From an optimization exercise on the open Yosys and OpenROAD flow, aimed at small area and a short achievable clock period; shortcuts taken in it are not production practice. Power is estimated from default activity; no workload was simulated.

Design ALU, start of the top module:
module ALU(X, B, R, y, valid_in, clk);
    input [15:0] X, B;
    input clk;
    input R;
    input valid_in;
    output reg [38:0] y;
  wire [6:0] yh = y[38:32] & {7{~R}};
  wire [6:0] hi;
  wire n1;
  c_f0 u_n1 (.i0(valid_in), .i1(R), .o0(n1));
  wire n2;
  c_f1 u_n2 (.i0(B[0]), .i1(n1), .o0(n2));
  wire n3;
  c_f1 u_n3 (.i0(B[1]), .i1(n1), .o0(n3));
  wire n4;
  c_f1 u_n4 (.i0(B[2]), .i1(n1), .o0(n4));
  wire n5;
  c_f1 u_n5 (.i0(B[3]), .i1(n1), .o0(n5));
  wire n6;
  c_f1 u_n6 (.i0(B[4]), .i1(n1), .o0(n6));
  wire n7;
  c_f1 u_n7 (.i0(B[5]), .i1(n1), .o0(n7));
  wire n8;
  c_f1 u_n8 (.i0(B[6]), .i1(n1), .o0(n8));
  wire n9;
  c_f1 u_n9 (.i0(B[7]), .i1(n1), .o0(n9));
  wire n10;
  c_f1 u_n10 (.i0(B[8]), .i1(n1), .o0(n10));
  wire n11;
  c_f1 u_n11 (.i0(B[9]), .i1(n1), .o0(n11));
  wire n12;
  c_f1 u_n12 (.i0(B[10]), .i1(n1), .o0(n12));
  wire n13;
  c_f1 u_n13 (.i0(B[11]), .i1(n1), .o0(n13));
  wire n14;
  c_f1 u_n14 (.i0(B[12]), .i1(n1), .o0(n14));
  wire n15;
  c_f1 u_n15 (.i0(B[13]), .i1(n1), .o0(n15));
  wire n16;
  c_f1 u_n16 (.i0(B[14]), .i1(n1), .o0(n16));
  wire n17;
  c_f1 u_n17 (.i0(B[15]), .i1(n1), .o0(n17));
  wire n18;
  c_f2 u_n18 (.i0(X[0]), .i1(n2), .o0(n18));
  wire n19;
  c_f2 u_n19 (.i0(X[0]), .i1(n3), .o0(n19));
  wire n20;
  c_f2 u_n20 (.i0(X[0]), .i1(n4), .o0(n20));
  wire n21;
  c_f2 u_n21 (.i0(X[0]), .i1(n5), .o0(n21));
  wire n22;
  c_f2 u_n22 (.i0(X[0]), .i1(n6), .o0(n22));
  wire n23;
  ...
export LEC_CHECK = 0
export CAP_MARGIN = 20
export CORE_MARGIN = 2
export CORE_UTILIZATION = 40
export SETUP_SLACK_MARGIN = 2
export SLEW_MARGIN = 20
export SYNTH_HIERARCHICAL = 1
export SYNTH_MINIMUM_KEEP_SIZE = 0
create_clock -name core_clock -period 10.0 [get_ports {clk}]
run.sh (not shown) runs the stock make flow with config.mk's settings and CLKGATE_MAP_FILE= SYNTH_SCRIPT=/design/flow/synth_recipe.tcl, a recipe that flattens the netlist after the stock synthesis.
Change:
Settings changed: SETUP_SLACK_MARGIN 2 to 4.
Effect: The changed run finished with timing, DRC and antenna clean; fmax grows by about 7%; core utilization rises by 4.2 points; total power rose by about 16%; sequential cell count is unchanged; non-clock buffer count grows by 65; design area goes up by about 9%; clock skew goes down by 0.0031 ns; global-route usage rises by 1.1 points; cell count came out higher by about 4.4%; wire length climbs by 7.5%; setup slack is better by 0.53 ns.
Change:
==> flow/flow/run.sh (new file) <==
#!/bin/bash
# The standard layout, with every input and output port buffered by a
# plain buffer (buf_2) instead of the default delay-cell buffer; the
# resizer may then size these buffers like any other.
set -euo pipefail
cd "$(dirname "$0")/.."
export BUFFER_PORTS_ARGS="-buffer_cell sky130_fd_sc_hd__buf_2"
bash standard.sh > flow_standard.log 2>&1
==> flow/standard.sh (new file) <==
#!/bin/bash
# synth_recipe.tcl (not shown) runs the flow's synth.tcl, then flattens the netlist and writes it again
# the make line also repeats each setting of config.mk as NAME=value (left out here)
make -C /OpenROAD-flow-scripts/flow DESIGN_CONFIG=/design/flow/config.mk WORK_HOME=/design/flow/orfs CLKGATE_MAP_FILE= SYNTH_SCRIPT=/design/flow/synth_recipe.tcl "${@:-finish}"
Settings changed: SETUP_SLACK_MARGIN 4 to 2.5.
removed: flow/run.sh
Result: Count of clock-buffer cells in the layout does not change; synthesized cell count is unchanged; power shrinks by about a fifth; first-iteration DRC count is higher by a little under a tenth; hold slack barely changes.
Function was not checked in any run of this note: the RTL went through the layout flow alone.


== the baseline ==
Another version of the RTL of ALU (not shown whole).
For scale: about 1100 cells after synthesis, ~39 flip-flops, roughly 74 I/O pins, roughly 9600 um2 of cells after synthesis.
// ALU
module ALU(X, B, R, y, valid_in, clk);
    input [15:0] X, B;
    input clk;
    input R;
    input valid_in;
    output reg [38:0] y;
  wire [6:0] yh = y[38:32] & {7{~R}};
  wire [6:0] hi;
  wire n1;
  c_f0 u_n1 (.i0(valid_in), .i1(R), .o0(n1));
  wire n2;
  c_f1 u_n2 (.i0(X[0]), .i1(valid_in), .i2(R), .o0(n2));
  wire n3;
  c_f1 u_n3 (.i0(X[1]), .i1(valid_in), .i2(R), .o0(n3));
  wire n4;
  c_f1 u_n4 (.i0(X[2]), .i1(valid_in), .i2(R), .o0(n4));
  wire n5;
  c_f1 u_n5 (.i0(X[3]), .i1(valid_in), .i2(R), .o0(n5));
  wire n6;
  c_f1 u_n6 (.i0(X[4]), .i1(valid_in), .i2(R), .o0(n6));
  wire n7;
  c_f1 u_n7 (.i0(X[5]), .i1(valid_in), .i2(R), .o0(n7));
  wire n8;
  c_f1 u_n8 (.i0(X[6]), .i1(valid_in), .i2(R), .o0(n8));
  wire n9;
  c_f1 u_n9 (.i0(X[7]), .i1(valid_in), .i2(R), .o0(n9));
  wire n10;
  c_f1 u_n10 (.i0(X[8]), .i1(valid_in), .i2(R), .o0(n10));
  wire n11;
  c_f1 u_n11 (.i0(X[9]), .i1(valid_in), .i2(R), .o0(n11));
  wire n12;
  c_f1 u_n12 (.i0(X[10]), .i1(valid_in), .i2(R), .o0(n12));
  wire n13;
  c_f1 u_n13 (.i0(X[11]), .i1(valid_in), .i2(R), .o0(n13));
  wire n14;
  c_f1 u_n14 (.i0(X[12]), .i1(valid_in), .i2(R), .o0(n14));
  wire n15;
  ...
==> flow/config.mk <==
export PLATFORM = sky130hd
export DESIGN_NAME = ALU
export DESIGN_NICKNAME = ALU
export VERILOG_FILES = /design/flow/design.v
export SDC_FILE = /design/flow/constraint.sdc
export NUM_CORES = 4
export LEC_CHECK = 0
export CAP_MARGIN = 20
export CORE_MARGIN = 2
export CORE_UTILIZATION = 40
export PLACE_DENSITY = 0.8
export SETUP_SLACK_MARGIN = 3
export SLEW_MARGIN = 20
export SYNTH_HIERARCHICAL = 1
export SYNTH_MINIMUM_KEEP_SIZE = 0
==> flow/constraint.sdc <==
create_clock -name core_clock -period 10.0 [get_ports {clk}]
set_input_delay 2.0000 -clock core_clock [delete_from_list [all_inputs] [get_ports {clk}]]
set_output_delay 2.0000 -clock core_clock [all_outputs]
set_load 0.01 [all_outputs]
standard.sh (not shown) runs the stock make flow with config.mk's settings and CLKGATE_MAP_FILE= SYNTH_SCRIPT=/design/flow/synth_recipe.tcl, a recipe that flattens the netlist after the stock synthesis.
==> flow/flow/run.sh <==
#!/bin/bash
# The standard layout, with every input and output port buffered by a
# plain buffer (buf_1) instead of the default delay-cell buffer; the
# resizer may then size these buffers like any other.
set -euo pipefail
cd "$(dirname "$0")/.."
export BUFFER_PORTS_ARGS="-buffer_cell sky130_fd_sc_hd__buf_1"
bash standard.sh > flow_standard.log 2>&1
Looking at the reports, the baseline completed the entire flow and the layout it produced met the timing, DRC and antenna checks.
[inputs] the candidate vs the baseline
- clearing PLACE_DENSITY, which used to be 0.8
--- a/flow/flow/run.sh
+++ b/flow/flow/run.sh
@@ -3 +3 @@
-# plain buffer (buf_1) instead of the default delay-cell buffer; the
+# plain buffer (buf_2) instead of the default delay-cell buffer; the
@@ -7 +7 @@
-export BUFFER_PORTS_ARGS="-buffer_cell sky130_fd_sc_hd__buf_1"
+export BUFFER_PORTS_ARGS="-buffer_cell sky130_fd_sc_hd__buf_2"
[summary]
- Summary — number of cells on the critical path, the candidate relative to the baseline: lower, by 13%.
- The candidate ended with less overall fraction of global-route tracks in use than the baseline.
- On worst IR drop on VDD: between the baseline and the candidate, it ends up higher for the candidate.
- There was hardly any difference in fraction of standard cell area that is sequential between the candidate and the baseline.
- Relative contribution of sequential cells to total power up 0.2 points in the candidate wrt the baseline
- Logic gate share of total power (lower): the candidate
- When the final numbers for the baseline and the candidate were put side by side, the met1 global-route usage turned out to be greater in the candidate.
No run of this note included a check of the RTL's function; only the layout flow was run.

-- static timing again, ports no longer ideal --
How much do the figures lean on ideal ports? The routed layouts below were timed once more, with nothing changed but the port constraints. Step 1 sets driving cells, clkbuf_16 on the clock port and buf_2 on the other inputs (assumed; they add their load-dependent delay and slew). Step 2 moves the port delays by t, midway between the first and last clock arrival at a register: inputs arrive t later, outputs are due t later. That takes back most of the time a late clock gives input paths. Three values: no drivers, after step 1, after step 2; two values: the first two.
run | t, ns | setup slack, ns | clock arrival spread, ns
the first run of note 1 | 0.346 | 2.227 / 2.246 / 1.900 | 0.009 / 0.009
the second run of note 1 | 0.343 | 2.761 / 2.759 / 2.416 | 0.005 / 0.006
the third run of note 1 | 0.340 | 2.688 / 2.714 / 2.374 | 0.015 / 0.014
the baseline | 0.357 | 2.932 / 2.956 / 2.598 | 0.011 / 0.011
the candidate | 0.351 | 3.176 / 3.162 / 2.811 | 0.008 / 0.009
After both steps every run listed still meets setup and hold. The setup slack of the candidate, which loses most, moves by -0.014 ns with the drivers and by -0.365 ns with both steps.
